Source: an optimization exercise on an open RTL-to-GDS flow (aim: a short achievable clock period and few clock cycles). Production flows keep margins and buffers that such runs may drop.
Function was checked by simulation only, so behaviour that the tests miss may differ from the original.

--- design/flow/config.mk ---
export PLATFORM = sky130hd
export DESIGN_NAME = CPU
export DESIGN_NICKNAME = CPU
export VERILOG_FILES = /design/flow/design.v
export SDC_FILE = /design/flow/constraint.sdc
export NUM_CORES = 4
export LEC_CHECK = 0
export CAP_MARGIN = 20
export CORE_MARGIN = 2
export CORE_UTILIZATION = 40
export SLEW_MARGIN = 20
--- design/flow/constraint.sdc ---
create_clock -name core_clock -period 14.0 [get_ports {CLK}]
set_input_delay 2.8000 -clock core_clock [delete_from_list [all_inputs] [get_ports {CLK}]]
set_output_delay 2.8000 -clock core_clock [all_outputs]
set_load 0.01 [all_outputs]
--- design/flow/design.v ---
module ALU (
   input  [15:0] A,
   input  [15:0] B,
   input  [15:0] FS,
   input         CIN,
   output [15:0] R,
   output        S,
   output        C,
   output        V
   );
   wire [15:0] X  = ({16{FS[3]}} & B) | ({16{FS[4]}} & ~B) | {16{FS[2]}};
   wire        ci = FS[1] | (FS[3] & CIN) | (FS[4] & ~CIN);
   wire [15:0] g0 = A & X;
   wire [15:0] p0 = A ^ X;
   wire [16:0] gi = {g0, ci};             
   wire [16:0] pi = {p0, 1'b0};
   wire [16:0] g1, p1, g2, p2, g3, p3, g4, p4, g5;
   genvar i;
   generate for (i = 0; i < 17; i = i + 1) begin : pf
      if (i >= 1)  begin : l1a assign g1[i] = gi[i] | (pi[i] & gi[i-1]);  assign p1[i] = pi[i] & pi[i-1]; end
      else         begin : l1b assign g1[i] = gi[i]; assign p1[i] = pi[i]; end
      if (i >= 2)  begin : l2a assign g2[i] = g1[i] | (p1[i] & g1[i-2]);  assign p2[i] = p1[i] & p1[i-2]; end
      else         begin : l2b assign g2[i] = g1[i]; assign p2[i] = p1[i]; end
      if (i >= 4)  begin : l3a assign g3[i] = g2[i] | (p2[i] & g2[i-4]);  assign p3[i] = p2[i] & p2[i-4]; end
      else         begin : l3b assign g3[i] = g2[i]; assign p3[i] = p2[i]; end
      if (i >= 8)  begin : l4a assign g4[i] = g3[i] | (p3[i] & g3[i-8]);  assign p4[i] = p3[i] & p3[i-8]; end
      else         begin : l4b assign g4[i] = g3[i]; assign p4[i] = p3[i]; end
      if (i >= 16) begin : l5a assign g5[i] = g4[i] | (p4[i] & g4[i-16]); end
      else         begin : l5b assign g5[i] = g4[i]; end
   end endgenerate
   wire [15:0] carry = g5[15:0];          
   wire        cout  = g5[16];
   wire [15:0] sum   = p0 ^ carry;
   wire        add_c = cout ^ (FS[2] | FS[4]);    
   wire        add_v = (A[15] == X[15]) & (sum[15] != A[15]);
   wire        arith = FS[1] | FS[2] | FS[3] | FS[4];
   assign R = ({16{FS[0]}}  & A)
            | ({16{arith}}  & sum)
            | ({16{FS[5]}}  & (A & B))
            | ({16{FS[6]}}  & (A | B))
            | ({16{FS[7]}}  & (A ^ B))
            | ({16{FS[8]}}  & ~A)
            | ({16{FS[9]}}  & {A[14:0], 1'b0})
            | ({16{FS[10]}} & {1'b0, A[15:1]})
            | ({16{FS[11]}} & ((&A) ? 16'h0000 : {A[15], A[15:1]}))
            | ({16{FS[12]}} & {A[14:0], CIN})
            | ({16{FS[13]}} & {CIN, A[15:1]})
            | ({16{FS[14]}} & {A[7:0], A[15:8]})
            | ({16{FS[15]}} & B);
   assign S = R[15];
   assign C = (arith & add_c)
            | ((FS[9] | FS[12]) & A[15])
            | ((FS[10] | FS[11] | FS[13]) & A[0]);
   assign V = (arith & add_v)
            | ((FS[9] | FS[12]) & (A[15] ^ A[14]))
            | (FS[10] & A[15])
            | (FS[13] & (A[15] ^ CIN));
endmodule
module REGFILE (
   input             CLK,
   input             RST,
   input      [6:1]  W1SEL,
   input      [15:0] W1DATA,
   input      [6:1]  W2SEL,
   input      [15:0] W2DATA,
   input      [7:1]  ASEL,
   input      [7:1]  BSEL,
   input      [15:0] PC,
   output reg [15:0] ABUS,
   output reg [15:0] BBUS
   );
   reg [15:0] R [1:6];
   integer i;
   always @(posedge CLK or negedge RST)
     if (!RST) begin
        for (i = 1; i < 7; i = i + 1) R[i] <= 16'h0000;
     end else begin
        for (i = 1; i < 7; i = i + 1)
          if (W1SEL[i])      R[i] <= W1DATA;
          else if (W2SEL[i]) R[i] <= W2DATA;
     end
   always @(*) begin
      ABUS = {16{ASEL[7]}} & PC;
      BBUS = {16{BSEL[7]}} & PC;
      for (i = 1; i < 7; i = i + 1) begin
         ABUS = ABUS | ({16{ASEL[i]}} & R[i]);
         BBUS = BBUS | ({16{BSEL[i]}} & R[i]);
      end
   end
endmodule
module DECODE (
   input  [15:0] W,
   output [7:1]  ASEL,    
   output [7:1]  BSEL,
   output [6:1]  DSEL
   );
   genvar i;
   generate for (i = 1; i < 8; i = i + 1) begin : g
      assign ASEL[i] = (W[8:6] == i);
      assign BSEL[i] = (W[5:3] == i);
      if (i < 7) begin : gd
         assign DSEL[i] = (W[2:0] == i);
      end
   end endgenerate
endmodule
module CLASSIFY (
   input  [6:0] OP,
   output       ALU,     
   output       LDI,     
   output       LD,      
   output       ST,      
   output       BR,      
   output       HALT,    
   output [15:0] FS      
   );
   genvar f;
   generate for (f = 0; f < 16; f = f + 1) begin : gf
      assign FS[f] = (OP == f + 1);
   end endgenerate
   assign ALU  = (OP >= 7'd1) && (OP <= 7'd16);
   assign LDI  = (OP == 7'd17);
   assign LD   = (OP == 7'd18);
   assign ST   = (OP == 7'd19);
   assign BR   = (OP >= 7'd20) && (OP <= 7'd30);
   assign HALT = (OP == 7'd127);
endmodule
module CPU (
   input  [15:0] DATA_I,
   output [15:0] DATA_O,
   output [15:0] ADDR,
   output        RD,
   output        WR,
   input         CLK,
   input         RST
   );
   localparam N = 4;                  
   assign RD = 1'b1;
   reg [15:0] ADDR_R, DOUT_R;
   reg        WR_R;
   reg        PF;                     
   reg        PL;                     
   reg [6:1]  PLD;                    
   reg        DV;                     
   reg        LW;                     
   reg [6:1]  LWD;                    
   reg [15:0] FA;                     
   reg [15:0] HPC;                    
   reg        RDR;                    
   reg [2:0]  QV;                     
   reg [15:0] QW   [0:N-1];           
   reg [7:1]  QA   [0:N-1];
   reg [7:1]  QB   [0:N-1];
   reg [6:1]  QD   [0:N-1];
   reg [5:0]  QK   [0:N-1];           
   reg [15:0] QF   [0:N-1];           
   reg [15:0] RES;                    
   reg        S, C, V;
   assign ADDR   = ADDR_R;
   assign DATA_O = DOUT_R;
   assign WR     = WR_R;
   wire Z = (RES == 16'h0000);
   wire [15:0] IW   = QW[0];
   wire        HAVE = (QV != 3'd0);
   wire        I_ALU = QK[0][0], I_LDI = QK[0][1], I_LD = QK[0][2],
               I_ST = QK[0][3], I_BR = QK[0][4], I_HALT = QK[0][5];
   wire        need_imm = I_LDI | I_BR;
   wire        imm_q    = (QV >= 3'd2);                
   wire        imm_ok   = imm_q | DV;
   wire [15:0] IMM      = imm_q ? QW[1] : DATA_I;
   wire [6:1]  pend     = ({6{PL}} & PLD) | ({6{LW}} & LWD);
   wire        hazard   = |((QA[0][6:1] | QB[0][6:1] | QD[0]) & pend);
   wire        go       = HAVE & ~I_HALT & ~hazard & (~need_imm | imm_ok);
   wire        halted   = HAVE & I_HALT;
   wire [15:0] ABUS, BBUS, FOUT;
   wire        SOUT, COUT, VOUT;
   wire        w1  = go & (I_ALU | (I_LDI & imm_q));
   wire [15:0] w1d = I_LDI ? QW[1] : FOUT;
   wire [6:1]  w2sel = LW ? LWD : ({6{go & I_LDI & ~imm_q}} & QD[0]);
   REGFILE REGFILE1 (.CLK(CLK), .RST(RST),
                     .W1SEL({6{w1}} & QD[0]), .W1DATA(w1d),
                     .W2SEL(w2sel), .W2DATA(DATA_I),
                     .ASEL(QA[0]), .BSEL(QB[0]), .PC(HPC),
                     .ABUS(ABUS), .BBUS(BBUS));
   ALU ALU1 (.A(ABUS), .B(BBUS), .FS(QF[0]), .CIN(C),
             .R(FOUT), .S(SOUT), .C(COUT), .V(VOUT));
   reg cond;
   always @(*)
     case (IW[13:9])
       5'd20:   cond = 1'b1;
       5'd21:   cond = C;
       5'd22:   cond = ~C;
       5'd23:   cond = Z;
       5'd24:   cond = ~Z;
       5'd25:   cond = S;
       5'd26:   cond = ~S;
       5'd27:   cond = V;
       5'd28:   cond = ~V;
       5'd29:   cond = S ^ V;
       5'd30:   cond = (S == V) & ~Z;
       default: cond = 1'b0;
     endcase
   wire redirect = go & I_BR & cond;
   wire memop    = go & (I_LD | I_ST);
   wire [1:0] used = ~go ? 2'd0 : need_imm ? 2'd2 : 2'd1;
   wire [2:0]  qv_next = redirect ? 3'd0 : QV + {2'b0, DV} - {1'b0, used};
   wire [7:1]  d_asel, d_bsel;
   wire [6:1]  d_dsel;
   wire [5:0]  d_cls;
   wire [15:0] d_fs;
   DECODE DECODE1 (.W(DATA_I), .ASEL(d_asel), .BSEL(d_bsel), .DSEL(d_dsel));
   CLASSIFY CLASSIFY1 (.OP(DATA_I[15:9]), .ALU(d_cls[0]), .LDI(d_cls[1]),
                       .LD(d_cls[2]), .ST(d_cls[3]), .BR(d_cls[4]),
                       .HALT(d_cls[5]), .FS(d_fs));
   reg [15:0] shw [0:N-1];
   reg [7:1]  sha [0:N-1];
   reg [7:1]  shb [0:N-1];
   reg [6:1]  shd [0:N-1];
   reg [5:0]  shk [0:N-1];
   reg [15:0] shf [0:N-1];
   reg        tak [0:N-1];
   integer j;
   always @(*)
     for (j = 0; j < N; j = j + 1) begin
        shw[j] = QW[j]; sha[j] = QA[j]; shb[j] = QB[j]; shd[j] = QD[j]; shk[j] = QK[j]; shf[j] = QF[j];
        if (used == 2'd1 && j + 1 < N) begin
           shw[j] = QW[j+1]; sha[j] = QA[j+1]; shb[j] = QB[j+1]; shd[j] = QD[j+1];
           shk[j] = QK[j+1]; shf[j] = QF[j+1];
        end
        if (used == 2'd2 && j + 2 < N) begin
           shw[j] = QW[j+2]; sha[j] = QA[j+2]; shb[j] = QB[j+2]; shd[j] = QD[j+2];
           shk[j] = QK[j+2]; shf[j] = QF[j+2];
        end
        tak[j] = ({1'b0, j[2:0]} + {2'b0, used}) >= {1'b0, QV};
     end
   wire [3:0] occ = {1'b0, QV} + {3'b0, DV} + {3'b0, PF};
   wire fetch = ~halted & ((occ < N) | ((occ < N + 1) & go) |
                           ((occ < N + 2) & go & need_imm) | redirect);
   wire [15:0] fa_inc = FA + 16'd1;
   always @(posedge CLK or negedge RST)
     if (!RST) begin
        ADDR_R <= 16'h0000; DOUT_R <= 16'h0000; WR_R <= 1'b0;
        PF <= 1'b1; PL <= 1'b0; PLD <= 6'd0; DV <= 1'b0; LW <= 1'b0; LWD <= 6'd0;
        FA <= 16'h0000; HPC <= 16'h0001; RDR <= 1'b0; QV <= 3'd0;
        for (j = 0; j < N; j = j + 1) begin
           QW[j] <= 16'h0000; QA[j] <= 7'd0; QB[j] <= 7'd0; QD[j] <= 6'd0;
           QK[j] <= 6'd0; QF[j] <= 16'd0;
        end
        RES <= 16'h0001; S <= 1'b0; C <= 1'b0; V <= 1'b0;
     end else begin
        DV  <= PF & ~redirect;
        LW  <= PL;
        LWD <= PLD;
        DOUT_R <= BBUS;
        WR_R   <= memop & I_ST;
        PL     <= memop & I_LD;
        PLD    <= QD[0];
        if (memop) begin
           ADDR_R <= ABUS; PF <= 1'b0;
        end else if (redirect) begin
           ADDR_R <= IMM; FA <= IMM; PF <= 1'b1;
        end else if (fetch) begin
           ADDR_R <= fa_inc; FA <= fa_inc; PF <= 1'b1;
        end else
           PF <= 1'b0;
        QV <= qv_next;
        for (j = 0; j < N; j = j + 1) begin
           QW[j] <= tak[j] ? DATA_I : shw[j];
           QA[j] <= tak[j] ? d_asel : sha[j];
           QB[j] <= tak[j] ? d_bsel : shb[j];
           QD[j] <= tak[j] ? d_dsel : shd[j];
           QK[j] <= tak[j] ? d_cls  : shk[j];
           QF[j] <= tak[j] ? d_fs   : shf[j];
        end
        RDR <= redirect;
        if (RDR)  HPC <= fa_inc;
        else      HPC <= HPC + {14'b0, used};
        if (go & I_ALU) begin
           RES <= FOUT; S <= SOUT; C <= COUT; V <= VOUT;
        end
     end
endmodule
--- design/flow/flow/run.sh ---
#!/bin/bash
# Standard ORFS layout (the standard.sh: its synthesis, floorplan, power
# grid, placement, CTS and routing), with three changes to how the timing
# repair works; the clock, the SDC and the design are the design's:
#  - the repair aims for a larger setup margin, so it sizes for speed;
#  - sizing may swap cells of different footprints;
#  - the port buffers are buf_4 cells instead of delay buffers.
set -euo pipefail
export SETUP_SLACK_MARGIN=${FLOW_SETUP_MARGIN:-11}
bash standard.sh MATCH_CELL_FOOTPRINT=0 \
  "BUFFER_PORTS_ARGS=-inputs -outputs -buffer_cell sky130_fd_sc_hd__buf_4" \
  finish > standard.log 2>&1
--- design/flow/standard.sh ---
#!/bin/bash
# synth_recipe.tcl (not shown) runs the flow's synth.tcl, then flattens the netlist and writes it again
# the make line also repeats each setting of config.mk as NAME=value (left out here)
make -C /OpenROAD-flow-scripts/flow DESIGN_CONFIG=/design/flow/config.mk WORK_HOME=/design/flow/orfs CLKGATE_MAP_FILE= SYNTH_SCRIPT=/design/flow/synth_recipe.tcl "${@:-finish}"
==> flow_summary.yaml, run 1 <==
sta:
  tightest_slew_ns: 1.22
  slew_headroom: 0.181
  rsz0062_at_grt: "true"
  final.setup_skew_ns: 0.0389
  fmax_mhz: 251
  slew_viol_final: 0
  tns_ns: 0
  worst_slack_ns: 10.01
  min_period_over_period: 0.285
  period_needed_ns: 3.99
  hold_viol_final: 0
  setup_viol: 0
synth:
  synth_cell_types: 72
  ys_seq_area_frac: 0.425
  synth_top_area_frac: 0.422
  synthArstFlopShare: 1.00
  synth_fp_nets: 2857
  synth_area_leader_cell: "dfrtp_1"
  syn_area_mm2: 0.0247
  synthFlopType: "dfrtp_1"
  syn-instance-count: 2768
  synth-edff-count: 0
  avgSynthCellArea_um2: 8.93
  synthTopCellsByArea: "dfrtp_1 42%, o21ai_0 8.0%, mux2_2 7.7%"
  ys_ff_latch: 420
  yosys_warnings: 29
critical_path:
  path_cells: "buf_6"
  worstSetupPathType: "reg -> out"
  r2r-end: "REGFILE1.R[5][15]"
  endpoint_kind: "output pin"
  reg2reg_slack_ns: 10.06
  worst-path-max-fanout: 2
  cp_slowest_cell: "dfrtp_1"
  crit_family: "flip-flops"
  cp-start-kind: "register"
  rr_worst_depth: 15
  rr_startpoint: "QB[0][1]"
  crit_cells: 1
  arrival_ns: 1.19
  cp.required_ns: 11.20
  max_stage_delay_ns: 0.42
  cp_num_buf_inv: 1
floorplan:
  die_h_um: 253
  die_x_um: 253
  core_area_mm2: 0.0614
  dieArea_mm2: 0.0638
  ios: 52
  rows: 91
  start_util: 0.403
clock_network:
  cts_hold_buffers: 0
  htreeDepth: 2
  cts_buffers: 48
  cts_tree: "done"
  path_clk_slew_ns: 0.07
  cts-root-buf: "clkbuf_16"
  cts_sinks: 420
  worstSkewPairLatency_ns: 0.64
  clock_path_buffers: 3
detailed_routing:
  topRoutingLayerUsed: "met5"
  wl_per_cell_um: 32.5
  wl_met1_mm: 43.6
  vias: 26600
  dr.pass1.iters: 9
  met2_length_mm: 53.7
  wl_mm: 127
  drtAntennaViolNets: 0
  met3_length_mm: 16.7
  drt_iter0_drc: 4256
  viasPerCell: 6.85
  post-route-drc-count: 0
placement:
  gp_congestion: 0.936
  dpl_worst_slack_ns: 8.76
  dp_hpwl_mm: 57.5
  placed_cells: 3430
  port_buffers: 50
cells_and_area:
  syn_to_final_growth_pct: 48.6
  final_nets: 3147
  instances_no_fill: 3888
  fillers: 4717
  drive_above_1_share: 0.423
global_route:
  grt_pass1_vias: 25300
  grt_max_degree: 84
  grt_use_total: 0.357
  overflow: 0
  grt_pass1_wl_mm: 170
  antenna_found_initial: 5
flow_run:
  drv_cap: 0
status:
  status: "timing/DRC/antenna clean"
hold_path:
  min_to: "LWD[2]"
  hp-class: "reg -> reg"
  hold_depth: 0
  holdCritStartpoint: "PLD[2]"
cells in the final DEF (no fill, tap or decap), types with 21 or more instances in the layout:
| cell type | instances |
|---|---|
| a21oi_1 | 67 |
| a21oi_2 | 53 |
| a222oi_1 | 43 |
| a22oi_1 | 75 |
| and2_1 | 21 |
| buf_12 | 78 |
| buf_4 | 188 |
| buf_6 | 115 |
| clkbuf_16 | 100 |
| dfrtp_1 | 405 |
| ha_1 | 43 |
| ha_4 | 24 |
| inv_1 | 50 |
| mux2_2 | 41 |
| mux2_4 | 129 |
| mux2i_1 | 34 |
| nand2_1 | 321 |
| nand2_2 | 36 |
| nand2_4 | 52 |
| nand3_1 | 107 |
| nand3_2 | 31 |
| nor2_1 | 60 |
| nor2_4 | 43 |
| nor3_1 | 23 |
| o211ai_1 | 102 |
| o21ai_0 | 128 |
| o21ai_1 | 98 |
| o21ai_2 | 159 |
layer usage:
| metal | GRT usage | up-vias |
|---|---|---|
| li1 | - | 10700 |
| met1 | 0.447 | 13100 |
| met2 | 0.534 | 2170 |
| met3 | 0.0917 | 709 |
| met4 | 0.256 | 6 |
| met5 | 0 | - |
cell families (layout without fill, tap and decap cells):
family                   count (synthesis)  in the layout  synth area share
multiplexers                           210            210            0.0937
other                                    1              2          0.000152
AO/OA/AOI/OAI                          885            888             0.227
XOR/XNOR                                36             36            0.0128
buffers and inverters                  300            616            0.0503
adder cells (fa/ha/maj)                 71             71            0.0372
flip-flops                             420            420             0.425
AND/OR/NAND/NOR                        845            855             0.154
through the flow:
stage / util / area, µm² / hold slack (ns)
floorplan: - / 26500 / 0.354
global placement: 0.437 / 26800 / 0.359
detailed placement: 0.437 / 26800 / 0.370
CTS: 0.552 / 33900 / 0.378
global route: 0.598 / 36700 / 0.406
finish: 0.598 / 36700 / 0.392
cell usage after synthesis (4+ instances only):
library cell    n
a31oi_1         8
nor3b_1         5
o21ai_0       393
a211oi_1        4
nand2_1       417
xnor2_1        21
nand3b_1       11
nor3_1         38
o21a_1          9
o31ai_1        11
and3_1          8
nor4_1          7
a211o_1        17
a32o_1          6
o41ai_1         5
nor2b_1         7
a221o_1        16
a21oi_1       133
ha_1           67
a22oi_1        78
clkbuf_1      186
o2111a_1        7
or3_1           9
or2_2           4
and4_1          6
buf_4          17
a21o_1         19
buf_2          31
nand4_1        18
a22o_1          7
nand3_1       146
inv_1          61
nor2_1        114
mux2i_1        40
or3b_2          6
and2_1         23
a222oi_1       43
fa_1            4
nand2b_1       19
xor2_1         15
o211ai_1      102
mux2_2        168
dfrtp_1       417
cell type report:
class | instances | area [µm²] | area share
clock buffers | 71 | 1440 | 0.0392
multi-input cells | 2061 | 17000 | 0.463
repair buffers | 465 | 6260 | 0.170
clock inverters | 18 | 243 | 0.00661
well taps | 790 | 988 | 0.0269
inverters | 62 | 260 | 0.00709
flip-flops and latches | 420 | 10500 | 0.287
diodes | 1 | 2.50 | 0.0000681
worst max-delay path by stage:
stage | from | end | slack, ns
3_3_place_gp | QB[0][4] | QW[3][12] | 8.75
2_1_floorplan | DATA_I[14] | QF[0][12] | 10.22
5_1_grt | ADDR_R[1] | ADDR[1] | 9.99
4_1_cts | ADDR_R[1] | ADDR[1] | 10.01
6_report | ADDR_R[1] | ADDR[1] | 10.01
3_5_place_dp | RST | QK[0][4] | 8.76
registers in the layout, indices dropped and copies added (netlist names), 3 cells and up:
signal,cells
LWD,6
DOUT_R,16
HPC,16
QV,3
ADDR_R,16
QW,48
PLD,6
QD,24
QK,24
FA,16
REGFILE1.R,96
RES,15
IW,5
QA,28
QB,28
QF,64
repair_timing:
item	in CTS	in global routing
endpoints found under the setup margin	758	700
cloned	65	25
setup buffers	201	77
pin swaps	151	264
resized for setup	582	447
Testbench counts, summed over its fixed seeds: cycles 34,293.
==> run 2: changes to the inputs <==
--- a/design/flow/design.v
+++ b/design/flow/design.v
@@ -135,3 +135,5 @@
    );
-   localparam N = 4;                  
+   localparam N  = 4;                 
+   localparam NB = 4;                 
+   localparam EW = 16 + 7 + 7 + 6 + 6 + 16 + 16 + 1 + 1 + 16 + 2;
    assign RD = 1'b1;
@@ -146,13 +148,16 @@
    reg [15:0] FA;                     
-   reg [15:0] HPC;                    
-   reg        RDR;                    
+   reg [15:0] NXT;                    
+   reg [15:0] D_PC1;                  
+   reg        D_PR, D_PT;             
+   reg [15:0] D_ALT;                  
+   reg [1:0]  D_IX;                   
    reg [2:0]  QV;                     
-   reg [15:0] QW   [0:N-1];           
-   reg [7:1]  QA   [0:N-1];
-   reg [7:1]  QB   [0:N-1];
-   reg [6:1]  QD   [0:N-1];
-   reg [5:0]  QK   [0:N-1];           
-   reg [15:0] QF   [0:N-1];           
+   reg [EW-1:0] Q [0:N-1];
    reg [15:0] RES;                    
    reg        S, C, V;
+   reg        BV  [0:NB-1];
+   reg [15:0] BTAG[0:NB-1];
+   reg [15:0] BTGT[0:NB-1];
+   reg        BPT [0:NB-1];
+   reg [1:0]  BRP;                    
    assign ADDR   = ADDR_R;
@@ -161,14 +166,28 @@
    wire Z = (RES == 16'h0000);
-   wire [15:0] IW   = QW[0];
+   wire [15:0] IW, F0, P0, ALT0, W1, P1;
+   wire [7:1]  A0, B0;
+   wire [6:1]  D0;
+   wire [5:0]  K0;
+   wire        PR0, PT0, PR1;
+   wire [1:0]  IX0;
+   assign {IW, A0, B0, D0, K0, F0, P0, PR0, PT0, ALT0, IX0} = Q[0];
+   assign W1  = Q[1][EW-1 -: 16];
+   assign P1  = Q[1][2+16+1+1 +: 16];
+   assign PR1 = Q[1][2+16+1];
    wire        HAVE = (QV != 3'd0);
-   wire        I_ALU = QK[0][0], I_LDI = QK[0][1], I_LD = QK[0][2],
-               I_ST = QK[0][3], I_BR = QK[0][4], I_HALT = QK[0][5];
-   wire        need_imm = I_LDI | I_BR;
-   wire        imm_q    = (QV >= 3'd2);                
+   wire        I_ALU = K0[0], I_LDI = K0[1], I_LD = K0[2],
+               I_ST = K0[3], I_BR = K0[4], I_HALT = K0[5];
+   wire        bad_head = HAVE & PR0 & ~I_BR;    
+   wire        pbr      = PR0 & I_BR;            
+   wire        need_imm = I_LDI | (I_BR & ~PR0);
+   wire        imm_q    = (QV >= 3'd2);          
    wire        imm_ok   = imm_q | DV;
-   wire [15:0] IMM      = imm_q ? QW[1] : DATA_I;
+   wire [15:0] IMM      = imm_q ? W1 : DATA_I;
+   wire        IMM_PR   = imm_q ? PR1 : D_PR;
+   wire [15:0] IMM_P1   = imm_q ? P1 : D_PC1;
    wire [6:1]  pend     = ({6{PL}} & PLD) | ({6{LW}} & LWD);
-   wire        hazard   = |((QA[0][6:1] | QB[0][6:1] | QD[0]) & pend);
-   wire        go       = HAVE & ~I_HALT & ~hazard & (~need_imm | imm_ok);
-   wire        halted   = HAVE & I_HALT;
+   wire        hazard   = |((A0[6:1] | B0[6:1] | D0) & pend);
+   wire        go       = HAVE & ~I_HALT & ~bad_head & ~hazard &
+                          (~need_imm | imm_ok);
+   wire        halted   = HAVE & I_HALT & ~PR0;
    wire [15:0] ABUS, BBUS, FOUT;
@@ -176,10 +195,10 @@
    wire        w1  = go & (I_ALU | (I_LDI & imm_q));
-   wire [15:0] w1d = I_LDI ? QW[1] : FOUT;
-   wire [6:1]  w2sel = LW ? LWD : ({6{go & I_LDI & ~imm_q}} & QD[0]);
+   wire [15:0] w1d = I_LDI ? W1 : FOUT;
+   wire [6:1]  w2sel = LW ? LWD : ({6{go & I_LDI & ~imm_q}} & D0);
    REGFILE REGFILE1 (.CLK(CLK), .RST(RST),
-                     .W1SEL({6{w1}} & QD[0]), .W1DATA(w1d),
+                     .W1SEL({6{w1}} & D0), .W1DATA(w1d),
                      .W2SEL(w2sel), .W2DATA(DATA_I),
-                     .ASEL(QA[0]), .BSEL(QB[0]), .PC(HPC),
+                     .ASEL(A0), .BSEL(B0), .PC(P0),
                      .ABUS(ABUS), .BBUS(BBUS));
-   ALU ALU1 (.A(ABUS), .B(BBUS), .FS(QF[0]), .CIN(C),
+   ALU ALU1 (.A(ABUS), .B(BBUS), .FS(F0), .CIN(C),
              .R(FOUT), .S(SOUT), .C(COUT), .V(VOUT));
@@ -201,3 +220,8 @@
      endcase
-   wire redirect = go & I_BR & cond;
+   wire taken_u  = go & I_BR & ~PR0 & cond;           
+   wire mis_p    = go & pbr & (cond != PT0);          
+   wire bad_imm  = go & need_imm & IMM_PR & ~taken_u;  
+   wire redirect = taken_u | mis_p | bad_imm | bad_head;
+   wire [15:0] rtarget = taken_u ? IMM : mis_p ? ALT0 : bad_imm ? IMM_P1
+                                                     : P0 - 16'd1;
    wire memop    = go & (I_LD | I_ST);
@@ -213,9 +237,6 @@
                        .HALT(d_cls[5]), .FS(d_fs));
-   reg [15:0] shw [0:N-1];
-   reg [7:1]  sha [0:N-1];
-   reg [7:1]  shb [0:N-1];
-   reg [6:1]  shd [0:N-1];
-   reg [5:0]  shk [0:N-1];
-   reg [15:0] shf [0:N-1];
-   reg        tak [0:N-1];
+   wire [EW-1:0] d_entry = {DATA_I, d_asel, d_bsel, d_dsel, d_cls, d_fs,
+                            D_PC1, D_PR, D_PT, D_ALT, D_IX};
+   reg [EW-1:0] shq [0:N-1];
+   reg          tak [0:N-1];
    integer j;
@@ -223,11 +244,5 @@
      for (j = 0; j < N; j = j + 1) begin
-        shw[j] = QW[j]; sha[j] = QA[j]; shb[j] = QB[j]; shd[j] = QD[j]; shk[j] = QK[j]; shf[j] = QF[j];
-        if (used == 2'd1 && j + 1 < N) begin
-           shw[j] = QW[j+1]; sha[j] = QA[j+1]; shb[j] = QB[j+1]; shd[j] = QD[j+1];
-           shk[j] = QK[j+1]; shf[j] = QF[j+1];
-        end
-        if (used == 2'd2 && j + 2 < N) begin
-           shw[j] = QW[j+2]; sha[j] = QA[j+2]; shb[j] = QB[j+2]; shd[j] = QD[j+2];
-           shk[j] = QK[j+2]; shf[j] = QF[j+2];
-        end
+        shq[j] = Q[j];
+        if (used == 2'd1 && j + 1 < N) shq[j] = Q[j+1];
+        if (used == 2'd2 && j + 2 < N) shq[j] = Q[j+2];
         tak[j] = ({1'b0, j[2:0]} + {2'b0, used}) >= {1'b0, QV};
@@ -236,4 +251,19 @@
    wire fetch = ~halted & ((occ < N) | ((occ < N + 1) & go) |
-                           ((occ < N + 2) & go & need_imm) | redirect);
+                           ((occ < N + 2) & go & need_imm));
    wire [15:0] fa_inc = FA + 16'd1;
+   wire [15:0] fa_2   = FA + 16'd2;
+   reg        hit, hpt;
+   reg [15:0] htgt;
+   reg [1:0]  hix;
+   integer k;
+   always @(*) begin
+      hit = 1'b0; hpt = 1'b0; htgt = 16'h0000; hix = 2'd0;
+      for (k = 0; k < NB; k = k + 1)
+        if (BV[k] && BTAG[k] == FA) begin
+           hit = 1'b1; hpt = hpt | BPT[k]; htgt = htgt | BTGT[k];
+           hix = hix | k[1:0];
+        end
+   end
+   wire [15:0] succ_new = ~hit ? fa_inc : hpt ? htgt : fa_2;
+   wire [15:0] succ     = PF ? succ_new : NXT;
    always @(posedge CLK or negedge RST)
@@ -242,8 +272,11 @@
         PF <= 1'b1; PL <= 1'b0; PLD <= 6'd0; DV <= 1'b0; LW <= 1'b0; LWD <= 6'd0;
-        FA <= 16'h0000; HPC <= 16'h0001; RDR <= 1'b0; QV <= 3'd0;
-        for (j = 0; j < N; j = j + 1) begin
-           QW[j] <= 16'h0000; QA[j] <= 7'd0; QB[j] <= 7'd0; QD[j] <= 6'd0;
-           QK[j] <= 6'd0; QF[j] <= 16'd0;
+        FA <= 16'h0000; NXT <= 16'h0000;
+        D_PC1 <= 16'h0000; D_PR <= 1'b0; D_PT <= 1'b0; D_ALT <= 16'h0000; D_IX <= 2'd0;
+        QV <= 3'd0;
+        for (j = 0; j < N; j = j + 1) Q[j] <= {EW{1'b0}};
+        RES <= 16'h0001; S <= 1'b0; C <= 1'b0; V <= 1'b0;
+        for (k = 0; k < NB; k = k + 1) begin
+           BV[k] <= 1'b0; BTAG[k] <= 16'h0000; BTGT[k] <= 16'h0000; BPT[k] <= 1'b0;
         end
-        RES <= 16'h0001; S <= 1'b0; C <= 1'b0; V <= 1'b0;
+        BRP <= 2'd0;
      end else begin
@@ -255,3 +288,3 @@
         PL     <= memop & I_LD;
-        PLD    <= QD[0];
+        PLD    <= D0;
         if (memop) begin
@@ -259,19 +292,15 @@
         end else if (redirect) begin
-           ADDR_R <= IMM; FA <= IMM; PF <= 1'b1;
+           ADDR_R <= rtarget; FA <= rtarget; PF <= 1'b1;
         end else if (fetch) begin
-           ADDR_R <= fa_inc; FA <= fa_inc; PF <= 1'b1;
+           ADDR_R <= succ; FA <= succ; PF <= 1'b1;
         end else
            PF <= 1'b0;
+        if (PF) begin
+           NXT <= succ_new;
+           D_PC1 <= fa_inc; D_PR <= hit; D_PT <= hpt;
+           D_ALT <= hpt ? fa_2 : htgt; D_IX <= hix;
+        end
         QV <= qv_next;
-        for (j = 0; j < N; j = j + 1) begin
-           QW[j] <= tak[j] ? DATA_I : shw[j];
-           QA[j] <= tak[j] ? d_asel : sha[j];
-           QB[j] <= tak[j] ? d_bsel : shb[j];
-           QD[j] <= tak[j] ? d_dsel : shd[j];
-           QK[j] <= tak[j] ? d_cls  : shk[j];
-           QF[j] <= tak[j] ? d_fs   : shf[j];
-        end
-        RDR <= redirect;
-        if (RDR)  HPC <= fa_inc;
-        else      HPC <= HPC + {14'b0, used};
+        for (j = 0; j < N; j = j + 1)
+           Q[j] <= tak[j] ? d_entry : shq[j];
         if (go & I_ALU) begin
@@ -279,2 +308,9 @@
         end
+        if (go & I_BR & ~PR0) begin
+           BV[BRP] <= 1'b1; BTAG[BRP] <= P0 - 16'd1; BTGT[BRP] <= IMM;
+           BPT[BRP] <= cond; BRP <= BRP + 2'd1;
+        end else if (go & pbr)
+           BPT[IX0] <= cond;
+        else if (bad_head)
+           BV[IX0] <= 1'b0;
      end
==> run 2 against run 1 <==
Effect of this change:
- setup slack worse by 0.22 ns
- sequential share of layout area up 5.8 points
- synthesized cell count up 68%
- core utilization down 6.2 points
- still clean on timing, DRC and antenna
- wire length up 52%
- largest cell class unchanged
- global-route usage up 0.59 points
- die area up 62%
- register-to-register slack worse by 0.26 ns
- area after synthesis up 63%
- via count up 56%
==> flow_summary.yaml, run 2 <==
cells_and_area:
  syn_to_final_growth_pct: 33.1
  fillers: 8472
  final_common_cell: "dfrtp_1"
  mostFrequentLayoutCells: "701 x dfrtp_1, 695 x nand2_1, 303 x nor2_1"
  largest_reg_flops: 365
  regMostFlops: "Q"
  final_nets: 4971
  biggestRegsByFlops: "Q x365, REGFILE1.R x96"
  instances_no_fill: 6240
  utilization: 0.536
  drive_above_1_share: 0.252
flow_run:
  drv_cap: 0
synth:
  syn_area_mm2: 0.0403
  synth_fa_ha_area_frac: 0.0235
  synth_compound_area_frac: 0.222
  avgSynthCellArea_um2: 8.66
  synth_fp_nets: 4743
  synth-edff-count: 0
  synthSimpleGateAreaFrac: 0.169
  synthMuxAreaShare: 0.0519
  yosysMostFrequentCell: "nand2_1"
  ys_seq_area_frac: 0.458
  yosys.area_share.xor_xnor: 0.0272
  synthFlopType: "dfrtp_1"
  synth_area_leader_cell: "dfrtp_1"
  yosys_warnings: 10
  synthTopCellsByArea: "dfrtp_1 46%, o21ai_0 7.6%, nand2_1 7.2%"
  yosys-top-cells-count: "775 x nand2_1, 735 x dfrtp_1, 608 x o21ai_0, 336 x nor2_1, 331 x a21oi_1"
  synth_cell_types: 82
  synthArstFlopShare: 1.00
  synth_top_area_frac: 0.457
  ys_ff_latch: 737
  syn-instance-count: 4651
  synth_top_family_by_area: "compound AO/OA/AOI/OAI gates"
global_route:
  grt_pass1_vias: 39300
  antenna_found_initial: 8
  grt_max_degree: 79
  overflow: 0
  use_met3: 0.119
  use_met1: 0.463
  grt.met2_usage: 0.524
  grt-busiest-layer: "met2"
  grt_use_total: 0.363
  grt_pass1_wl_mm: 277
critical_path:
  path_cells: "a222oi_1, nand3_2, and2_1, a211o_1, ha_4, a21o_1, a21o_1, a21oi_1, o21ai_2, o211ai_1, a32oi_2, buf_4, nor3b_4, o41ai_4, buf_6, o21ai_2"
  arrival_ns: 4.74
  cp.required_ns: 14.54
  crit_path_start: "Q[0][28]"
  cp_slowest_cell: "dfrtp_2"
  max_stage_delay_ns: 0.52
  rr_startpoint: "Q[0][28]"
  endpoint_kind: "register"
  worstSetupPathType: "reg -> reg"
  worst-path-max-fanout: 6
  cp-start-kind: "register"
  reg2reg_slack_ns: 9.80
floorplan:
  start_util: 0.403
  rows: 116
  die_x_um: 321
  ios: 52
  dieArea_mm2: 0.103
  core_area_mm2: 0.100
  die_h_um: 321
detailed_routing:
  drt_iter0_drc: 6286
  drtAntennaViolNets: 0
  wl_per_cell_um: 30.8
  post-route-drc-count: 0
  vias: 41500
  viasPerCell: 6.64
  dr.pass1.iters: 10
  wl_mm: 192
clock_network:
  cts_sinks: 737
  path_clk_slew_ns: 0.07
  htreeDepth: 3
  cts_tree: "done"
  cts_buffers: 80
  worstSkewPairLatency_ns: 0.68
  cts-root-buf: "clkbuf_16"
  clock_path_buffers: 3
hold_path:
  hp-class: "reg -> reg"
  holdCritStartpoint: "PLD[6]"
sta:
  whs_ns: 0.371
  period_needed_ns: 4.20
  tightest_slew_ns: 1.19
  hold_viol_final: 0
  min_period_over_period: 0.300
  rsz0062_at_grt: "true"
  final.setup_skew_ns: 0.0423
  tns_ns: 0
  setup_viol: 0
  slew_viol_final: 0
  fmax_mhz: 238
  slew_headroom: 0.204
placement:
  port_buffers: 50
  gp_congestion: 0.947
  placed_cells: 5671
  dp_hpwl_mm: 95.7
status:
  status: "timing/DRC/antenna clean"
==> run 2: changes by cell type in the layout (fill, tap and decap cells not counted), moves of 62 or more <==
cell	previous run	this run
nand2_1	321	695
dfrtp_1	405	701
nor2_1	60	303
a21oi_1	67	283
o21ai_1	98	293
o21ai_0	128	267
o21ai_2	159	48
mux2_4	129	23
mux2i_1	34	128
nand3_1	107	182
o22ai_1	2	68
xnor2_1	17	79
==> run 2: path summary, 6_finish.rpt <==
| kind | to | cells past startpoint |
|---|---|---|
| worst max register to register | REGFILE1.R[2][15] | 16 |
| min in group asynchronous | Q[2][80] | 1 |
| worst min register to register | LWD[6] | 0 |
| max in group asynchronous | FA[15] | 3 |
| worst max-delay path | REGFILE1.R[2][15] | 16 |
| worst min-delay path | LWD[6] | 0 |
==> run 2: repair_timing <==
item	CTS	global route
setup buffers	228	50
setup endpoints to repair	1347	995
pin swaps	167	59
gates cloned	136	10
hold buffers	0	0
gates resized for setup	803	148
==> run 2: cells by family after synthesis <==
logic type,after synthesis
AO/OA/AOI/OAI,1477
XOR/XNOR,125
adder cells (fa/ha/maj),74
buffers and inverters,471
flip-flops,737
multiplexers,203
other,1
AND/OR/NAND/NOR,1563
==> run 2: stage by stage <==
stage / instance area, µm² / setup WS (ns)
after floorplan: 41800 / 10.20
after global placement: 42200 / 8.47
after detailed placement: 42200 / 8.40
after CTS: 52400 / 9.94
after global routing: 53600 / 9.70
final: 53600 / 9.80
==> run 2: final cells by class <==
type | count | area (µm²) | area share
timing repair buffer | 513 | 7420 | 0.138
multi-input combinational | 3469 | 23100 | 0.431
antenna | 7 | 17.5 | 0.000327
clock buffer | 112 | 2270 | 0.0424
clock inverter | 26 | 282 | 0.00525
inverter | 76 | 338 | 0.00630
tap | 1298 | 1620 | 0.0303
sequential | 737 | 18500 | 0.345
timing repair inverter | 2 | 15.0 | 0.000280
==> run 2: routing by layer <==
metal | vias to the layer above | share of wire
met3 | 952 | 0.14
met5 | - | 0.00012
met1 | 20100 | 0.36
met2 | 3319 | 0.41
li1 | 17100 | -
met4 | 4 | 0.086
==> run 2: critical path: cells and delay by family (launching register included) <==
kind | cells | cell delay, ns
AND/OR/NAND/NOR | 3 | 0.56
adder cells (fa/ha/maj) | 1 | 0.28
AO/OA/AOI/OAI | 10 | 2.34
flip-flops | 1 | 0.52
buffers and inverters | 2 | 0.36
Testbench counts of run 2, summed over its fixed seeds: cycles 32,186.
==> run 3: changes to the inputs <==
--- a/design/flow/design.v
+++ b/design/flow/design.v
@@ -3,2 +3,3 @@
    input  [15:0] B,
+   input  [15:0] X,       
    input  [15:0] FS,
@@ -10,3 +11,2 @@
    );
-   wire [15:0] X  = ({16{FS[3]}} & B) | ({16{FS[4]}} & ~B) | {16{FS[2]}};
    wire        ci = FS[1] | (FS[3] & CIN) | (FS[4] & ~CIN);
@@ -67,5 +67,9 @@
    input      [7:1]  BSEL,
+   input      [7:1]  XPSEL,   
+   input      [7:1]  XNSEL,   
+   input             XONES,   
    input      [15:0] PC,
    output reg [15:0] ABUS,
-   output reg [15:0] BBUS
+   output reg [15:0] BBUS,
+   output reg [15:0] XBUS
    );
@@ -84,2 +88,3 @@
       BBUS = {16{BSEL[7]}} & PC;
+      XBUS = ({16{XPSEL[7]}} & PC) | ({16{XNSEL[7]}} & ~PC) | {16{XONES}};
       for (i = 1; i < 7; i = i + 1) begin
@@ -87,2 +92,3 @@
          BBUS = BBUS | ({16{BSEL[i]}} & R[i]);
+         XBUS = XBUS | ({16{XPSEL[i]}} & R[i]) | ({16{XNSEL[i]}} & ~R[i]);
       end
@@ -94,4 +100,9 @@
    output [7:1]  BSEL,
-   output [6:1]  DSEL
+   output [6:1]  DSEL,
+   output [7:1]  XPSEL,   
+   output [7:1]  XNSEL,
+   output        XONES    
    );
+   wire [6:0] op = W[15:9];
+   assign XONES = (op == 7'd3);
    genvar i;
@@ -100,2 +111,4 @@
       assign BSEL[i] = (W[5:3] == i);
+      assign XPSEL[i] = (W[5:3] == i) && (op == 7'd4);
+      assign XNSEL[i] = (W[5:3] == i) && (op == 7'd5);
       if (i < 7) begin : gd
@@ -137,3 +150,3 @@
    localparam NB = 4;                 
-   localparam EW = 16 + 7 + 7 + 6 + 6 + 16 + 16 + 1 + 1 + 16 + 2;
+   localparam EW = 15 + 16 + 7 + 7 + 6 + 6 + 16 + 16 + 1 + 1 + 16 + 2;
    assign RD = 1'b1;
@@ -172,4 +185,6 @@
    wire [1:0]  IX0;
-   assign {IW, A0, B0, D0, K0, F0, P0, PR0, PT0, ALT0, IX0} = Q[0];
-   assign W1  = Q[1][EW-1 -: 16];
+   wire [7:1]  XP0, XN0;
+   wire        XO0;
+   assign {XP0, XN0, XO0, IW, A0, B0, D0, K0, F0, P0, PR0, PT0, ALT0, IX0} = Q[0];
+   assign W1  = Q[1][EW-16 -: 16];
    assign P1  = Q[1][2+16+1+1 +: 16];
@@ -192,3 +207,3 @@
    wire        halted   = HAVE & I_HALT & ~PR0;
-   wire [15:0] ABUS, BBUS, FOUT;
+   wire [15:0] ABUS, BBUS, XBUS, FOUT;
    wire        SOUT, COUT, VOUT;
@@ -201,4 +216,5 @@
                      .ASEL(A0), .BSEL(B0), .PC(P0),
-                     .ABUS(ABUS), .BBUS(BBUS));
-   ALU ALU1 (.A(ABUS), .B(BBUS), .FS(F0), .CIN(C),
+                     .XPSEL(XP0), .XNSEL(XN0), .XONES(XO0),
+                     .ABUS(ABUS), .BBUS(BBUS), .XBUS(XBUS));
+   ALU ALU1 (.A(ABUS), .B(BBUS), .X(XBUS), .FS(F0), .CIN(C),
              .R(FOUT), .S(SOUT), .C(COUT), .V(VOUT));
@@ -231,5 +247,8 @@
    wire [6:1]  d_dsel;
+   wire [7:1]  d_xp, d_xn;
+   wire        d_xo;
    wire [5:0]  d_cls;
    wire [15:0] d_fs;
-   DECODE DECODE1 (.W(DATA_I), .ASEL(d_asel), .BSEL(d_bsel), .DSEL(d_dsel));
+   DECODE DECODE1 (.W(DATA_I), .ASEL(d_asel), .BSEL(d_bsel), .DSEL(d_dsel),
+                   .XPSEL(d_xp), .XNSEL(d_xn), .XONES(d_xo));
    CLASSIFY CLASSIFY1 (.OP(DATA_I[15:9]), .ALU(d_cls[0]), .LDI(d_cls[1]),
@@ -237,3 +256,3 @@
                        .HALT(d_cls[5]), .FS(d_fs));
-   wire [EW-1:0] d_entry = {DATA_I, d_asel, d_bsel, d_dsel, d_cls, d_fs,
+   wire [EW-1:0] d_entry = {d_xp, d_xn, d_xo, DATA_I, d_asel, d_bsel, d_dsel, d_cls, d_fs,
                             D_PC1, D_PR, D_PT, D_ALT, D_IX};
==> run 3 against run 2 <==
Effect of this change:
- worst hold slack better by 0.015 ns
- core utilization up 3.7 points
- sequential share of layout area down 3.7 points
- critical path depth up 5
- flip-flop and latch count up 56
- global-route usage up 3.4 points
- still clean on timing, DRC and antenna
- clock skew up 0.011 ns
- critical path type unchanged
==> flow_summary.yaml, run 3 <==
critical_path:
  endpoint_kind: "register"
  arrival_ns: 4.88
  rr_worst_depth: 21
  r2r-end: "Q[0][18]"
  worstSetupPathType: "reg -> reg"
  rr_startpoint: "QV[0]"
  cp-start-kind: "register"
  cp.required_ns: 14.58
  reg2reg_slack_ns: 9.70
  worst-path-max-fanout: 24
synth:
  avgSynthCellArea_um2: 8.70
  synth_cell_types: 104
  synth_top_area_frac: 0.434
  synth-edff-count: 0
  synthFlopType: "dfrtp_1"
  yosysMostFrequentCell: "nand2_1"
  yosys_warnings: 10
  syn-instance-count: 5243
  syn_area_mm2: 0.0456
  ys_seq_area_frac: 0.435
  yosys-top-cells-count: "933 x nand2_1, 791 x dfrtp_1, 634 x o21ai_0, 471 x a21oi_1, 310 x clkbuf_1"
  synth_area_leader_cell: "dfrtp_1"
  synthTopCellsByArea: "dfrtp_1 43%, nand2_1 7.7%, o21ai_0 7.0%"
  ys_ff_latch: 793
  synthArstFlopShare: 1.00
  synth_fp_nets: 5335
hold_path:
  holdCritStartpoint: "PLD[5]"
  hp-class: "reg -> reg"
  hold_depth: 0
  min_to: "LWD[5]"
global_route:
  antenna_found_initial: 17
  grt_use_total: 0.396
  grt_pass1_vias: 46200
  grt_pass1_wl_mm: 337
  grt_max_degree: 83
  overflow: 0
detailed_routing:
  viasPerCell: 6.88
  vias: 49600
  dr.pass1.iters: 14
  post-route-drc-count: 0
  wl_mm: 248
  wl_per_cell_um: 34.4
  drt_iter0_drc: 8730
  drtAntennaViolNets: 0
cells_and_area:
  utilization: 0.573
  final_common_cell: "dfrtp_1"
  largest_reg_flops: 421
  instances_no_fill: 7211
  final_nets: 5719
  drive_above_1_share: 0.353
  regMostFlops: "Q"
  mostFrequentLayoutCells: "745 x dfrtp_1, 650 x nand2_1, 399 x a21oi_1"
  biggestRegsByFlops: "Q x421, REGFILE1.R x96"
  syn_to_final_growth_pct: 41.7
clock_network:
  cts-root-buf: "clkbuf_16"
  cts_hold_buffers: 0
  htreeDepth: 3
  clock_path_buffers: 3
  cts_buffers: 89
  worstSkewPairLatency_ns: 0.75
  cts_sinks: 793
  path_clk_slew_ns: 0.06
  cts_tree: "done"
sta:
  final.setup_skew_ns: 0.0531
  hold_viol_final: 0
  min_period_over_period: 0.307
  slew_headroom: 0.139
  slew_viol_final: 0
  tightest_slew_ns: 1.29
  rsz0062_at_grt: "true"
  setup_viol: 0
  fmax_mhz: 233
  whs_ns: 0.387
  period_needed_ns: 4.30
  tns_ns: 0
floorplan:
  core_area_mm2: 0.113
  die_x_um: 342
  ios: 52
  die_h_um: 342
  rows: 123
  dieArea_mm2: 0.117
  start_util: 0.404
placement:
  placed_cells: 6432
  dp_hpwl_mm: 109
  gp_congestion: 0.935
  port_buffers: 50
flow_run:
  drv_cap: 0
status:
  status: "timing/DRC/antenna clean"
-- run 3: cell count changes after synthesis, sizes merged, moves of 36 or more --
cell    delta
a211oi    -47
a21oi    +140
buf       +56
dfrtp     +56
mux2      +82
mux2i    +141
nand2    +159
nand4     +36
nor2      -50
nor2b     +42
o22ai     -51
-- run 3: metal layers --
layer | GRT usage | share of wire | wire, µm | vias to the layer above
li1 | - | - | - | 19500
met1 | 0.481 | 0.34 | 83300 | 23900
met2 | 0.550 | 0.39 | 97500 | 4576
met3 | 0.178 | 0.17 | 40900 | 1712
met4 | 0.293 | 0.10 | 25500 | 28
met5 | 0.00817 | 0.0024 | 603 | -
-- run 3: worst max-delay path, stage by stage (launching register included) --
cell	delay, ns
dfrtp_2	0.44
nor3_4	0.27
nor3b_4	0.08
buf_6	0.15
nor4_4	0.22
buf_4	0.19
buf_6	0.10
buf_6	0.09
nand3_4	0.24
buf_6	0.23
buf_6	0.11
buf_6	0.17
ha_2	0.24
a21oi_4	0.16
nor2_2	0.06
nor2_4	0.11
buf_6	0.12
buf_4	0.11
clkbuf_16	0.24
a21oi_1	0.11
a21oi_2	0.52
o21ai_1	0.14
-- run 3: how the worst max path moves through the flow --
| stage | start | end | slack [ns] | cells past startpoint |
|---|---|---|---|---|
| after global placement | QV[2] | Q[1][98] | 7.21 | 14 |
| after detailed placement | QV[2] | Q[1][69] | 7.01 | 15 |
| final | QV[0] | Q[0][18] | 9.70 | 21 |
| after global routing | Q[0][76] | Q[0][18] | 9.70 | 20 |
| after CTS | ADDR_R[15] | ADDR[15] | 9.93 | 1 |
| after floorplan | DATA_I[13] | Q[0][102] | 10.0 | 7 |
-- run 3: repair_timing --
item	CTS	global route
gates cloned	189	11
gates resized for setup	1253	665
buffers inserted	314	89
pin swaps	343	260
endpoints found under the setup margin	1467	954
endpoints found under the hold margin	0	0
-- run 3: kinds of logic (layout without fill, tap and decap cells) --
group                      count (synthesis)  after routing  synth area share
other                                      1             16         0.0000822
muxes                                    426            426            0.0970
buffers and inverters                    529            963            0.0519
and+or+nand+nor                         1752           1765             0.172
AOI/OAI and AO/OA                       1559           1565             0.202
xor gates and xnor gates                 109            109            0.0209
adders and majority gates                 74             74            0.0208
DFF                                      793            793             0.435
-- run 3: area by class of cell --
| cell class | count | area, µm² |
|---|---|---|
| inverters | 78 | 333 |
| diodes | 15 | 37.5 |
| fillers | 8935 | 48100 |
| clock buffers | 128 | 2590 |
| repair inverters | 1 | 11.3 |
| multi-input cells | 3940 | 29200 |
| flip-flops and latches | 793 | 19900 |
| clock inverters | 32 | 327 |
| well taps | 1500 | 1880 |
| repair buffers | 724 | 10400 |
-- run 3: stage by stage --
step	instance area, µm²	worst slack, ns
global route	64600	9.70
CTS	60900	9.93
finish	64700	9.70
floorplan	47200	10.0
detailed placement	47500	7.01
global placement	47500	7.21
Testbench counts of run 3, summed over its fixed seeds: cycles 32,186.
==> run 4: changes to the inputs <==
--- a/design/flow/design.v
+++ b/design/flow/design.v
@@ -150,3 +150,3 @@
    localparam NB = 4;                 
-   localparam EW = 15 + 16 + 7 + 7 + 6 + 6 + 16 + 16 + 1 + 1 + 16 + 2;
+   localparam EW = 15 + 16 + 7 + 7 + 6 + 6 + 16 + 1 + 1 + 16 + 2;
    assign RD = 1'b1;
@@ -187,3 +187,7 @@
    wire        XO0;
-   assign {XP0, XN0, XO0, IW, A0, B0, D0, K0, F0, P0, PR0, PT0, ALT0, IX0} = Q[0];
+   assign {XP0, XN0, XO0, IW, A0, B0, D0, K0, P0, PR0, PT0, ALT0, IX0} = Q[0];
+   genvar gf;
+   generate for (gf = 0; gf < 16; gf = gf + 1) begin : gfs
+      assign F0[gf] = (IW[15:9] == gf + 1);
+   end endgenerate
    assign W1  = Q[1][EW-16 -: 16];
@@ -250,3 +254,2 @@
    wire [5:0]  d_cls;
-   wire [15:0] d_fs;
    DECODE DECODE1 (.W(DATA_I), .ASEL(d_asel), .BSEL(d_bsel), .DSEL(d_dsel),
@@ -255,4 +258,4 @@
                        .LD(d_cls[2]), .ST(d_cls[3]), .BR(d_cls[4]),
-                       .HALT(d_cls[5]), .FS(d_fs));
-   wire [EW-1:0] d_entry = {d_xp, d_xn, d_xo, DATA_I, d_asel, d_bsel, d_dsel, d_cls, d_fs,
+                       .HALT(d_cls[5]), .FS());
+   wire [EW-1:0] d_entry = {d_xp, d_xn, d_xo, DATA_I, d_asel, d_bsel, d_dsel, d_cls,
                             D_PC1, D_PR, D_PT, D_ALT, D_IX};
==> run 4 against run 3 <==
Effect of this change:
- global-route usage is 7.7 points lower
- first-iteration DRC count fell by 23%
- die area down 8.2%
- register-to-register slack improved by 0.30 ns
- wire length shrank 20%
- critical path type is now reg -> out
- critical endpoint is now ADDR[15]
- largest cell class unchanged
- highest routed layer unchanged
==> flow_summary.yaml, run 4 <==
detailed_routing:
  drtAntennaViolNets: 0
  dr.pass1.iters: 9
  wl_per_cell_um: 30.4
  wl_mm: 199
  post-route-drc-count: 0
  vias: 42500
  viasPerCell: 6.51
  drt_iter0_drc: 6711
synth:
  synth_top_family_by_area: "compound AO/OA/AOI/OAI gates"
  synthFlopType: "dfrtp_1"
  syn_area_mm2: 0.0418
  syn-instance-count: 4762
  ys_seq_area_frac: 0.440
  synthArstFlopShare: 1.00
  synth_area_leader_cell: "dfrtp_1"
  yosys_warnings: 10
  synth_cell_types: 85
  synth_compound_area_frac: 0.182
  yosys.area_share.xor_xnor: 0.0270
  synthTopCellsByArea: "dfrtp_1 44%, nand2_1 8.7%, o21ai_0 6.2%"
  synthSimpleGateAreaFrac: 0.179
  synth_fp_nets: 4854
  synth-edff-count: 0
  avgSynthCellArea_um2: 8.79
  ys_ff_latch: 735
  synth_top_area_frac: 0.438
  yosys-top-cells-count: "974 x nand2_1, 733 x dfrtp_1, 518 x o21ai_0, 319 x clkbuf_1, 250 x a21oi_1"
  yosysMostFrequentCell: "nand2_1"
  synth_fa_ha_area_frac: 0.0227
  synthMuxAreaShare: 0.101
cells_and_area:
  regMostFlops: "Q"
  instances_no_fill: 6533
  ff_latch_area_mm2: 0.0185
  biggestRegsByFlops: "Q x363, REGFILE1.R x96"
  drive_above_1_share: 0.298
  mostFrequentLayoutCells: "943 x nand2_1, 669 x dfrtp_1, 286 x buf_4"
  fillers: 8758
  largest_reg_flops: 363
  final_nets: 5181
  final_common_cell: "nand2_1"
  multi_input_area_mm2: 0.0260
  syn_to_final_growth_pct: 36.7
  utilization: 0.552
clock_network:
  clock_path_buffers: 3
  cts_hold_buffers: 0
  cts_buffers: 80
  cts_tree: "done"
  cts_sinks: 735
  htreeDepth: 3
  cts-root-buf: "clkbuf_16"
  worstSkewPairLatency_ns: 0.66
  path_clk_slew_ns: 0.06
placement:
  dp_hpwl_mm: 99.6
  dpl_worst_slack_ns: 8.30
  placed_cells: 5873
  gp_congestion: 0.943
  port_buffers: 50
floorplan:
  core_area_mm2: 0.104
  start_util: 0.404
  die_h_um: 327
  dieArea_mm2: 0.107
  rows: 118
  die_x_um: 327
  ios: 52
critical_path:
  path_cells: "buf_6"
  crit_family: "flip-flops"
  cp.required_ns: 11.20
  worstSetupPathType: "reg -> out"
  cp_num_buf_inv: 1
  cp_slowest_cell: "dfrtp_2"
  worst-path-max-fanout: 2
  max_stage_delay_ns: 0.45
  arrival_ns: 1.24
  cp-start-kind: "register"
  endpoint_kind: "output pin"
sta:
  rsz0062_at_grt: "true"
  min_period_over_period: 0.289
  final.setup_skew_ns: 0.0417
  worst_slack_ns: 9.96
  slew_viol_final: 0
  fmax_mhz: 248
  slew_headroom: 0.253
  hold_viol_final: 0
  setup_viol: 0
  tns_ns: 0
  tightest_slew_ns: 1.11
  period_needed_ns: 4.04
global_route:
  grt_use_total: 0.320
  grt_pass1_wl_mm: 258
  overflow: 0
  antenna_found_initial: 7
  grt_max_degree: 97
  grt_pass1_vias: 37900
hold_path:
  hp-class: "reg -> reg"
flow_run:
  drv_cap: 0
status:
  status: "timing/DRC/antenna clean"
==> run 4: cell type report <==
type,count,share of cell area
Antenna cell,3,0.000131
Clock buffer,122,0.0422
Clock inverter,21,0.00363
Inverter,99,0.00682
Multi-Input combinational cell,3557,0.454
Sequential cell,735,0.324
Tap cell,1380,0.0302
Timing Repair Buffer,615,0.138
Timing Repair inverter,1,0.000153
==> run 4: what timing repair did <==
action                                   CTS  global route
pin swaps                                100           172
resized for setup                        612           585
endpoints found under the setup margin  1377           815
buffers inserted                         198           190
cloned                                    44            82
==> run 4: cells by family after synthesis <==
group / Yosys count
muxes: 403
adders and majority gates: 74
DFF: 735
other: 1
buffers and inverters: 497
and+or+nand+nor: 1686
xor gates and xnor gates: 129
AOI/OAI and AO/OA: 1237
==> run 4: worst paths after layout <==
check | cells past startpoint | start | slack [ns] | endpoint
min reg2reg | 0 | PLD[5] | 0.39 | LWD[5]
max reg2reg | 15 | Q[0][57] | 10.00 | REGFILE1.R[1][12]
max | 1 | ADDR_R[15] | 9.96 | ADDR[15]
min in group asynchronous | 1 | RST | 2.02 | Q[3][1]
min | 0 | PLD[5] | 0.39 | LWD[5]
max in group asynchronous | 3 | RST | 11.01 | Q[3][60]
==> run 4: stage by stage <==
step / instance area [µm²] / hold WS (ns)
final: 57200 / 0.391
after global routing: 57200 / 0.404
after CTS: 51900 / 0.391
after detailed placement: 44200 / 0.375
after global placement: 44200 / 0.369
after floorplan: 43400 / 0.355
==> run 4: layer usage <==
metal | global-route usage | wire [µm] | vias to the layer above
li1 | - | - | 17600
met1 | 0.419 | 72200 | 20700
met2 | 0.481 | 83500 | 3258
met3 | 0.0765 | 26300 | 1017
met4 | 0.191 | 16700 | 8
met5 | 0 | 81 | -
Testbench counts of run 4, summed over its fixed seeds: cycles 32,186.
==> run 5: changes to the inputs <==
--- a/design/flow/design.v
+++ b/design/flow/design.v
@@ -148,3 +148,3 @@
    );
-   localparam N  = 4;                 
+   localparam N  = 3;                 
    localparam NB = 4;                 
@@ -209,3 +209,3 @@
    wire        go       = HAVE & ~I_HALT & ~bad_head & ~hazard &
-                          (~need_imm | imm_ok);
+                          (~need_imm | imm_ok) & ~(I_LDI & LW);
    wire        halted   = HAVE & I_HALT & ~PR0;
@@ -213,8 +213,9 @@
    wire        SOUT, COUT, VOUT;
-   wire        w1  = go & (I_ALU | (I_LDI & imm_q));
-   wire [15:0] w1d = I_LDI ? W1 : FOUT;
-   wire [6:1]  w2sel = LW ? LWD : ({6{go & I_LDI & ~imm_q}} & D0);
+   wire        w1  = go & I_ALU;
+   wire [15:0] w1d = FOUT;
+   wire [6:1]  w2sel = LW ? LWD : ({6{go & I_LDI}} & D0);
+   wire [15:0] w2d = (LW | ~imm_q) ? DATA_I : W1;
    REGFILE REGFILE1 (.CLK(CLK), .RST(RST),
                      .W1SEL({6{w1}} & D0), .W1DATA(w1d),
-                     .W2SEL(w2sel), .W2DATA(DATA_I),
+                     .W2SEL(w2sel), .W2DATA(w2d),
                      .ASEL(A0), .BSEL(B0), .PC(P0),
@@ -290,5 +291,13 @@
    wire [15:0] succ     = PF ? succ_new : NXT;
-   always @(posedge CLK or negedge RST)
+   wire [15:0] addr_next = memop ? ABUS : redirect ? rtarget : succ;
+   always @(posedge CLK)
      if (!RST) begin
         ADDR_R <= 16'h0000; DOUT_R <= 16'h0000; WR_R <= 1'b0;
+     end else begin
+        if (memop | redirect | fetch) ADDR_R <= addr_next;
+        DOUT_R <= BBUS;
+        WR_R   <= memop & I_ST;
+     end
+   always @(posedge CLK or negedge RST)
+     if (!RST) begin
         PF <= 1'b1; PL <= 1'b0; PLD <= 6'd0; DV <= 1'b0; LW <= 1'b0; LWD <= 6'd0;
@@ -307,4 +316,2 @@
         LWD <= PLD;
-        DOUT_R <= BBUS;
-        WR_R   <= memop & I_ST;
         PL     <= memop & I_LD;
@@ -312,7 +319,7 @@
         if (memop) begin
-           ADDR_R <= ABUS; PF <= 1'b0;
+           PF <= 1'b0;
         end else if (redirect) begin
-           ADDR_R <= rtarget; FA <= rtarget; PF <= 1'b1;
+           FA <= rtarget; PF <= 1'b1;
         end else if (fetch) begin
-           ADDR_R <= succ; FA <= succ; PF <= 1'b1;
+           FA <= succ; PF <= 1'b1;
         end else
==> run 5 against run 4 <==
Effect of this change:
- still clean
- non-clock buffer count decreased by 19
- critical path depth increased by 15
- via count shrank 12%
- global-route usage grew 2.2 points
- clock-buffer cell count shrank 14
- cell count fell by 14%
- sequential share of layout area decreased by 1.4 points
- register-to-register slack improved by 0.06 ns
- die area shrank 13%
- area after synthesis down 13%
- critical endpoint is now REGFILE1.R[3][13]
==> flow_summary.yaml, run 5 <==
cells_and_area:
  biggestRegsByFlops: "Q x270, REGFILE1.R x96"
  utilization: 0.574
  final_nets: 4473
  syn_to_final_growth_pct: 41.9
  mostFrequentLayoutCells: "551 x dfrtp_1, 446 x nand2_1, 253 x buf_4"
  largest_reg_flops: 270
synth:
  ys_ff_latch: 642
  yosys-top-cells-count: "609 x nand2_1, 607 x dfrtp_1, 515 x o21ai_0, 248 x clkbuf_1, 193 x mux2i_1"
  synth_top_area_frac: 0.416
  yosysMostFrequentCell: "nand2_1"
  synth-edff-count: 0
  syn_area_mm2: 0.0365
  syn-instance-count: 4031
  synthArstFlopShare: 0.949
  synth_area_leader_cell: "dfrtp_1"
  synth_fp_nets: 4119
detailed_routing:
  wl_met1_mm: 65.3
  dr.pass1.iters: 13
  met2_length_mm: 70.8
  drt_iter0_drc: 5385
  drtAntennaViolNets: 0
sta:
  setup_viol: 0
  slew_viol_final: 0
  rsz0062_at_grt: "true"
  whs_ns: 0.381
  tns_ns: 0
flow_run:
  drv_cap: 0
floorplan:
  ios: 52
  rows: 110
  core_area_mm2: 0.0903
  dieArea_mm2: 0.0937
  die_h_um: 306
  start_util: 0.405
critical_path:
  max_stage_delay_ns: 0.53
  worstSetupPathType: "reg -> reg"
  worst-path-max-fanout: 3
  crit_path_start: "Q[0][85]"
  endpoint_kind: "register"
placement:
  port_buffers: 50
clock_network:
  worstSkewPairLatency_ns: 0.67
global_route:
  grt_pass1_wl_mm: 239
  overflow: 0
status:
  status: "timing/DRC/antenna clean"
run 5: changes by cell type after synthesis, sizes merged, moves of 28 or more:
| cell | before | now |
|---|---|---|
| nand3 | 195 | 167 |
| nand2b | 17 | 98 |
| a211oi | 17 | 53 |
| a311o | 0 | 36 |
| nand2 | 975 | 609 |
| dfrtp | 733 | 607 |
| clkbuf | 319 | 248 |
| and3 | 23 | 55 |
| a21oi | 250 | 106 |
| mux2i | 242 | 193 |
| dfxtp | 0 | 33 |
| mux2 | 161 | 96 |
run 5: metrics by stage:
| step | instance area [µm²] | setup slack [ns] |
|---|---|---|
| floorplan | 38400 | 10.20 |
| global placement | 38700 | 7.48 |
| detailed placement | 38700 | 7.35 |
| CTS | 48600 | 10.09 |
| global route | 51800 | 10.01 |
| finish | 51800 | 10.06 |
run 5: final cells by class:
class	count	area, µm²
Antenna cell	1	2.50
Tap cell	1176	1470
Clock buffer	108	2190
Multi-Input combinational cell	2985	23700
Clock inverter	28	260
Inverter	84	374
Timing Repair inverter	2	20.0
Fill cell	7222	38500
Timing Repair Buffer	596	7690
Sequential cell	642	16100
run 5: final timing paths:
check | end | slack, ns | cells past startpoint
worst max-delay path | REGFILE1.R[3][13] | 10.06 | 16
worst min-delay path | LWD[3] | 0.38 | 0
worst max register to register | REGFILE1.R[3][13] | 10.06 | 16
worst min register to register | LWD[3] | 0.38 | 0
max in group asynchronous | PLD[4] | 11.04 | 4
min in group asynchronous | BTGT[1][1] | 1.97 | 1
run 5: routing by layer:
metal | up-vias | track usage
li1 | 15300 | -
met1 | 18200 | 0.459
met2 | 2952 | 0.485
met3 | 846 | 0.123
met4 | 10 | 0.170
met5 | - | 0
run 5: kinds of logic after synthesis:
family / after synthesis / synth area share
simple gates: 1359 / 0.176
compound gates: 1121 / 0.202
flops: 642 / 0.435
buf+inv: 422 / 0.0491
mux: 289 / 0.0825
xor+xnor: 126 / 0.0302
fa+ha+maj: 70 / 0.0246
other cells: 2 / 0.000206
run 5: worst reg2reg max path: stages (launching register included):
cell       delay [ns]
dfrtp_4          0.53
buf_12           0.15
mux2_4           0.28
a2111oi_4        0.30
nand4_1          0.30
ha_4             0.40
nor2b_4          0.18
o2111ai_4        0.17
a31oi_4          0.21
o2111a_2         0.28
o21ai_4          0.07
buf_6            0.13
xnor2_4          0.12
a221oi_4         0.31
buf_12           0.18
a21oi_4          0.06
a21o_1           0.15
run 5: what timing repair did:
| action | 4_1_cts | 5_1_grt |
|---|---|---|
| buffers inserted | 312 | 82 |
| setup endpoints to repair | 1166 | 724 |
| hold buffers | 0 | 0 |
| gates resized for setup | 786 | 462 |
| cloned | 90 | 22 |
| pin swaps | 239 | 201 |
Testbench counts of run 5, summed over its fixed seeds: cycles 32,384.

[separate check: timing with driven ports]
How much do the figures lean on ideal ports? The routed layouts below were timed once more, with nothing changed but the port constraints. Step 1 sets driving cells, clkbuf_16 on the clock port and buf_2 on the other inputs (assumed; they add their load-dependent delay and slew). Step 2 adds t to the input delays and takes it off the output delays; t is the mean of the earliest and latest rising clock arrival at the registers after step 1. Input paths then give back, and output paths get back, about the clock's delay inside the block. Slacks: ideal / step 1 / step 2; pairs: ideal / step 1.
run | t, ns | setup slack, ns | worst setup path at the end | pins driven straight from the clock port
run 1 | 0.686 | 10.012 / 9.945 / 9.759 | input to register | 1
run 2 | 0.728 | 9.795 / 9.795 / 9.695 | input to register | 1
run 3 | 0.793 | 9.701 / 9.701 / 9.230 | input to register | 1
run 4 | 0.712 | 9.960 / 9.890 / 9.802 | input to register | 1
run 5 | 0.725 | 10.057 / 10.015 / 9.473 | input to register | 1
After both steps every run listed still meets setup and hold. The setup slack of run 5, which loses most, moves by -0.042 ns with the drivers and by -0.584 ns with both steps.
